Context: an optimization exercise on an open-source flow, tuned for small area, a short achievable clock period and few clock cycles. The choices shown serve that exercise and are no tape-out recipe. RTL that was checked went through simulation tests only; none was proved equivalent to the original.

==> flow/design.v (excerpt) <==
module FFT(
input clk,
input rst_n,
input in_valid,
input signed [11:0] din_r,
input signed [11:0] din_i,
output out_valid,
output signed [15:0] dout_r,
output signed [15:0] dout_i
);
integer k;
function [21:0] tc1;
    input [3:0] n;
    case (n)
        4'd0: tc1 = 22'b0000000000_000000_000010;   
        4'd1: tc1 = 22'b1100010101_000010_000010;   
        4'd2: tc1 = 22'b1111001111_000011_000011;   
        4'd3: tc1 = 22'b1010101100_000001_000011;   
        4'd4: tc1 = 22'b1011100000_000010_000100;   
        4'd5: tc1 = 22'b1010101100_000001_000010;   
        4'd6: tc1 = 22'b1111001111_000011_000010;   
        4'd7: tc1 = 22'b1100010101_000010_000001;   
        4'd8: tc1 = 22'b0000000000_000000_000010;   
        4'd9: tc1 = 22'b1100010101_000010_000010;   
        4'd10: tc1 = 22'b1111001111_000011_000011;   
        4'd11: tc1 = 22'b1010101100_000001_000011;   
        4'd12: tc1 = 22'b1011100000_000010_000100;   
        4'd13: tc1 = 22'b1010101100_000001_000010;   
        4'd14: tc1 = 22'b1111001111_000011_000010;   
        4'd15: tc1 = 22'b1100010101_000010_000001;   
        default: tc1 = 22'd0;
    endcase
endfunction
function [0:0] ts1;
    input [3:0] n;
    case (n)
        4'd0: ts1 = 1'b0;
        4'd1: ts1 = 1'b0;
        4'd2: ts1 = 1'b0;
        4'd3: ts1 = 1'b0;
        4'd4: ts1 = 1'b0;
        4'd5: ts1 = 1'b1;
        4'd6: ts1 = 1'b1;
        4'd7: ts1 = 1'b1;
        4'd8: ts1 = 1'b0;
        4'd9: ts1 = 1'b0;
        4'd10: ts1 = 1'b0;
        4'd11: ts1 = 1'b0;
        4'd12: ts1 = 1'b0;
        4'd13: ts1 = 1'b1;
        4'd14: ts1 = 1'b1;
        4'd15: ts1 = 1'b1;
        default: ts1 = 1'd0;
    endcase
endfunction
function [0:0] te1;
    input [3:0] n;
    case (n)
        4'd0: te1 = 1'b0;
        4'd1: te1 = 1'b0;
        4'd2: te1 = 1'b0;
        4'd3: te1 = 1'b0;
  ...
==> flow/config.mk <==
export PLATFORM = sky130hd
export DESIGN_NAME = FFT
export DESIGN_NICKNAME = FFT
export VERILOG_FILES = /design/flow/design.v
export SDC_FILE = /design/flow/constraint.sdc
export NUM_CORES = 4
export LEC_CHECK = 0
export CAP_MARGIN = 20
export CORE_MARGIN = 2
export CORE_UTILIZATION = 60
export PLACE_DENSITY = 0.7
export SLEW_MARGIN = 20
==> flow/constraint.sdc <==
create_clock -name core_clock -period 12.0 [get_ports {clk}]
set_input_delay 2.4000 -clock core_clock [delete_from_list [all_inputs] [get_ports {clk}]]
set_output_delay 2.4000 -clock core_clock [all_outputs]
set_load 0.01 [all_outputs]
standard.sh (not shown) runs the stock make flow with config.mk's settings and CLKGATE_MAP_FILE= SYNTH_SCRIPT=/design/flow/synth_recipe.tcl, a recipe that flattens the netlist after the stock synthesis.
==> flow/flow/run.sh <==
#!/bin/bash
# Layout flow: the standard flow (standard.sh, unchanged synthesis),
# with repair_timing aiming for 8.35 ns of setup slack and the port buffers
# made from buf_4 cells. Full tool output goes to standard.log.
set -e
bash standard.sh CORE_UTILIZATION=60 PLACE_DENSITY=0.7 SETUP_SLACK_MARGIN=8.35 TNS_END_PERCENT=100 CTS_CLUSTER_SIZE=30 CTS_CLUSTER_DIAMETER=80 \
    'BUFFER_PORTS_ARGS=-buffer_cell sky130_fd_sc_hd__buf_4' finish > standard.log 2>&1
Edit:
==> flow/flow/run.sh (replaced) <==
#!/bin/bash
# Layout flow: the standard flow (standard.sh, unchanged synthesis),
# with repair_timing aiming for 8.35 ns of setup slack and the port buffers
# made from buf_4 cells. Full tool output goes to standard.log.
set -e
bash standard.sh CORE_UTILIZATION=65 PLACE_DENSITY=0.75 SETUP_SLACK_MARGIN=8.35 TNS_END_PERCENT=100 CTS_CLUSTER_SIZE=30 CTS_CLUSTER_DIAMETER=80 \
    'BUFFER_PORTS_ARGS=-buffer_cell sky130_fd_sc_hd__buf_4' finish > standard.log 2>&1
Settings changed: CORE_UTILIZATION 60 to 65, PLACE_DENSITY 0.7 to 0.75.
Via count climbs by 1.5%; worst setup slack degrades by 0.084 ns.
Function was not checked in any run of this note: the RTL went through the layout flow alone.

* * *

== the baseline ==
FFT, a different RTL version from the one above (not shown whole).
For scale: about 60 I/O pins, about 100000 um^2 of cells after synthesis.
Settings: LEC_CHECK=0, ABC_CLOCK_PERIOD_IN_PS=3000, CAP_MARGIN=20, CORE_MARGIN=2, CORE_UTILIZATION=40, SLEW_MARGIN=20; clock period 12.0 ns.
run.sh (not shown) runs the stock make flow with config.mk's settings and CLKGATE_MAP_FILE= SYNTH_SCRIPT=/design/flow/synth_recipe.tcl, a recipe that flattens the netlist after the stock synthesis.
Stock flow here: none of the scripts above is used.
The baseline finished every step from synthesis to the final layout, and the layout passed the timing, design-rule and antenna checks.
Testbench counts of the baseline, summed over its fixed seeds: cycles 23,040.
Input-level comparison between the candidate and the baseline:
- removing ABC_CLOCK_PERIOD_IN_PS (formerly 3000)
==> run summary <==
As far as total congestion overflow after global routing goes, the baseline and the candidate are indistinguishable; the numbers are identical. Any difference in non-clock buffer count between the candidate and the baseline is small enough to ignore. Status: wire length parity (the candidate, the baseline). Comparing the candidate with the baseline, the port buffer count came out essentially unchanged. Compared the baseline against the candidate; proportion of synthesized flip-flops having asynchronous set or reset within noise. Compared the baseline against the candidate; multiplexer fraction of the synthesized cell area within noise. First-pass GRT wire length came out exactly the same in the candidate and the baseline.

* * *

Setup of run 1:
Another version of the RTL of FFT (not shown whole).
Size in the first run: roughly 2300 flip-flops, about 60 I/O pins, ~0.092 mm2 of cells after synthesis.
export LEC_CHECK = 0
export CAP_MARGIN = 20
export CORE_MARGIN = 2
export CORE_UTILIZATION = 60
export PLACE_DENSITY = 0.7
export SLEW_MARGIN = 20
create_clock -name core_clock -period 12.0 [get_ports {clk}]
standard.sh (not shown) runs the stock make flow with config.mk's settings and CLKGATE_MAP_FILE= SYNTH_SCRIPT=/design/flow/synth_recipe.tcl, a recipe that flattens the netlist after the stock synthesis.
==> flow/flow/run.sh <==
#!/bin/bash
# Layout flow: the standard flow (standard.sh, its synthesis unchanged)
# with these settings:
#   - 60% core utilization, placement density 0.7;
#   - repair_timing aiming for 8.35 ns of setup slack on the design's
#     12 ns clock (the clock and constraints themselves are unchanged),
#     on the worst 20% of the endpoints that miss that;
#   - clock tree sinks clustered 30 at a time within 80 um;
#   - port buffers made from buf_4 cells.
# Full tool output goes to standard.log (and ORFS's per-step logs under orfs/).
set -e
bash standard.sh CORE_UTILIZATION=60 PLACE_DENSITY=0.7 \
    SETUP_SLACK_MARGIN=8.35 TNS_END_PERCENT=20 \
    CTS_CLUSTER_SIZE=30 CTS_CLUSTER_DIAMETER=80 \
    'BUFFER_PORTS_ARGS=-buffer_cell sky130_fd_sc_hd__buf_4' finish > standard.log 2>&1
Testbench counts of run 1, summed over its fixed seeds: cycles 22,784.
The inputs of run 2 differ from those of run 1 as listed below.
-- flow/flow/run.sh --
<<< run 1, line 13
    SETUP_SLACK_MARGIN=8.35 TNS_END_PERCENT=20 \
    CTS_CLUSTER_SIZE=30 CTS_CLUSTER_DIAMETER=80 \
    'BUFFER_PORTS_ARGS=-buffer_cell sky130_fd_sc_hd__buf_4' finish > standard.log 2>&1
>>> run 2, line 13
    SETUP_SLACK_MARGIN=8.35 TNS_END_PERCENT=20 \
    CTS_CLUSTER_SIZE=28 CTS_CLUSTER_DIAMETER=90 \
    'BUFFER_PORTS_ARGS=-buffer_cell sky130_fd_sc_hd__buf_4' finish > standard.log 2>&1
==> run summary <==
There was hardly any difference in proportion of final cell area spent on non-clock buffers between run 2 and run 1.
The final cell count on run 1 is in line with that on run 2.
Between run 2 and run 1, number of antenna violations at the first check in global routing is higher for run 1, run 2 comes in under that.
Register cell area after layout: run 1 vs run 2 — no meaningful difference
Run 1 leaves more setup margin than run 2.
In terms of global-route usage, run 1 and run 2 differ only marginally.
For run 3, these inputs were changed with respect to run 2:
Settings: PLACE_DENSITY: 0.7 -> 0.8.
==> flow/flow/run.sh <==
#!/bin/bash
# Layout flow: the standard flow (standard.sh, its synthesis unchanged)
# with these settings:
#   - 60% core utilization, placement density 0.8;
#   - repair_timing aiming for 8.35 ns of setup slack on the design's
#     12 ns clock (the clock and constraints themselves are unchanged),
#     on the worst 20% of the endpoints that miss that;
#   - clock tree sinks clustered 30 at a time within 80 um;
#   - port buffers made from buf_4 cells.
# Full tool output goes to standard.log (and ORFS's per-step logs under orfs/).
set -e
bash standard.sh CORE_UTILIZATION=60 PLACE_DENSITY=0.8 \
    SETUP_SLACK_MARGIN=8.35 TNS_END_PERCENT=20 \
    CTS_CLUSTER_SIZE=30 CTS_CLUSTER_DIAMETER=80 \
    'BUFFER_PORTS_ARGS=-buffer_cell sky130_fd_sc_hd__buf_4' finish > standard.log 2>&1
## What came out
Between run 2 and run 3, the delay of the slowest cell on the worst path does not differ in any meaningful way.
Taking run 2 as the reference, in run 3 area overhead of the layout relative to synthesis has increased, number of detailed-route iterations in the first pass has increased, met1 wire length has decreased, final clock skew has remained practically unchanged.
Measured against each other, run 3 and run 2 differ in met1 track utilization from global routing, the lower figure coming from run 3.
Compared with run 2, in run 3 instance count after placement with tap cells included held, worst hold slack shrank by 0.027 ns, sequential share of layout area down 0.44 points.
Reported for run 3 and run 2, mux share of post-synthesis cell area turned out identical to the last digit.
Compared with run 2, run 3 shows a lower fmax.
The inputs of run 4 differ from those of run 3 as listed below.
Settings: PLACE_DENSITY now 0.7, was 0.8.
==> flow/flow/run.sh <==
#!/bin/bash
# Layout flow: the standard flow (standard.sh, its synthesis unchanged)
# with these settings:
#   - 60% core utilization, placement density 0.7;
#   - repair_timing aiming for 8.35 ns of setup slack on the design's
#     12 ns clock (the clock and constraints themselves are unchanged),
#     on the worst 20% of the endpoints that miss that;
#   - clock tree sinks clustered 28 at a time within 90 um;
#   - port buffers made from buf_4 cells.
# Full tool output goes to standard.log (and ORFS's per-step logs under orfs/).
set -e
bash standard.sh CORE_UTILIZATION=60 PLACE_DENSITY=0.7 \
    SETUP_SLACK_MARGIN=8.35 TNS_END_PERCENT=20 \
    CTS_CLUSTER_SIZE=28 CTS_CLUSTER_DIAMETER=90 \
    'BUFFER_PORTS_ARGS=-buffer_cell sky130_fd_sc_hd__buf_4' finish > standard.log 2>&1
[summary]
- Diff run 3 -> run 4: fmax increased by 0.85% relative to the old numbers; fraction of the cycle the final worst path needs lower; number of clock buffers in the layout saw an increase.
- The run showing the smaller final standard cell utilization of the core is run 4.
- Run 4 against run 3: total non-filler cell area in the finished layout fell 950 um2, clock skew held steady, count of non-CTS buffers in the layout now smaller.
### run 4 -> run 5
-- flow/flow/run.sh --
<<< run 4, line 7
#     on the worst 20% of the endpoints that miss that;
#   - clock tree sinks clustered 28 at a time within 90 um;
#   - port buffers made from buf_4 cells.
>>> run 5, line 7
#     on the worst 20% of the endpoints that miss that;
#   - clock tree sinks clustered 30 at a time within 80 um;
#   - port buffers made from buf_4 cells.
<<< run 4, line 13
    SETUP_SLACK_MARGIN=8.35 TNS_END_PERCENT=20 \
    CTS_CLUSTER_SIZE=28 CTS_CLUSTER_DIAMETER=90 \
    'BUFFER_PORTS_ARGS=-buffer_cell sky130_fd_sc_hd__buf_4' finish > standard.log 2>&1
>>> run 5, line 13
    SETUP_SLACK_MARGIN=8.35 TNS_END_PERCENT=20 \
    CTS_CLUSTER_SIZE=30 CTS_CLUSTER_DIAMETER=80 SKIP_GATE_CLONING=1 \
    'BUFFER_PORTS_ARGS=-buffer_cell sky130_fd_sc_hd__buf_4' finish > standard.log 2>&1
==> comparison <==
- Run 5 against run 4: sum of routed wire segments on met1 went up 0.57%, wire length went up 850 um, clock-buffer cell count went up 5.
- Summary: clock period minus worst slack, run 5 better than run 4

re-timing with driven ports:
In the flow no input, the clock included, has a driving cell. The finished layouts below were timed again as built, in two steps. Step 1 assumes that a clkbuf_16 drives the clock port and a buf_2 every other input. Step 2 adds t to the input delays and takes it off the output delays; t is the mean of the earliest and latest rising clock arrival at the registers after step 1. Input paths then give back, and output paths get back, about the clock's delay inside the block. Three values: no drivers, after step 1, after step 2; two values: the first two.
| run | t, ns | setup WS [ns] | worst setup path at the end | worst register clock-pin slew, ns | pins driven straight from the clock port |
|---|---|---|---|---|---|
| the first run of note 1 | 0.846 | 8.289 / 8.205 / 7.940 | input to register | 0.11 / 0.11 | 1 |
| the second run of note 1 | 0.847 | 8.205 / 8.205 / 8.000 | input to register | 0.12 / 0.12 | 1 |
| the baseline | 0.940 | 1.512 / 1.512 / 1.512 | register to register | 0.07 / 0.07 | 1 |
| the candidate | 0.940 | 1.512 / 1.512 / 1.512 | register to register | 0.07 / 0.07 | 1 |
| run 1 | 0.845 | 8.237 / 8.157 / 7.891 | input to register | 0.11 / 0.11 | 1 |
| run 2 | 0.835 | 8.229 / 8.147 / 7.881 | input to register | 0.11 / 0.11 | 1 |
| run 3 | 0.845 | 8.197 / 8.116 / 7.862 | input to register | 0.11 / 0.11 | 1 |
| run 4 | 0.835 | 8.229 / 8.147 / 7.881 | input to register | 0.11 / 0.11 | 1 |
| run 5 | 0.847 | 8.233 / 8.152 / 7.869 | input to register | 0.11 / 0.11 | 1 |
After both steps setup and hold are still met in every run listed. For run 5, which loses most, drivers alone change the setup slack by -0.081 ns; drivers and shift together by -0.364 ns.
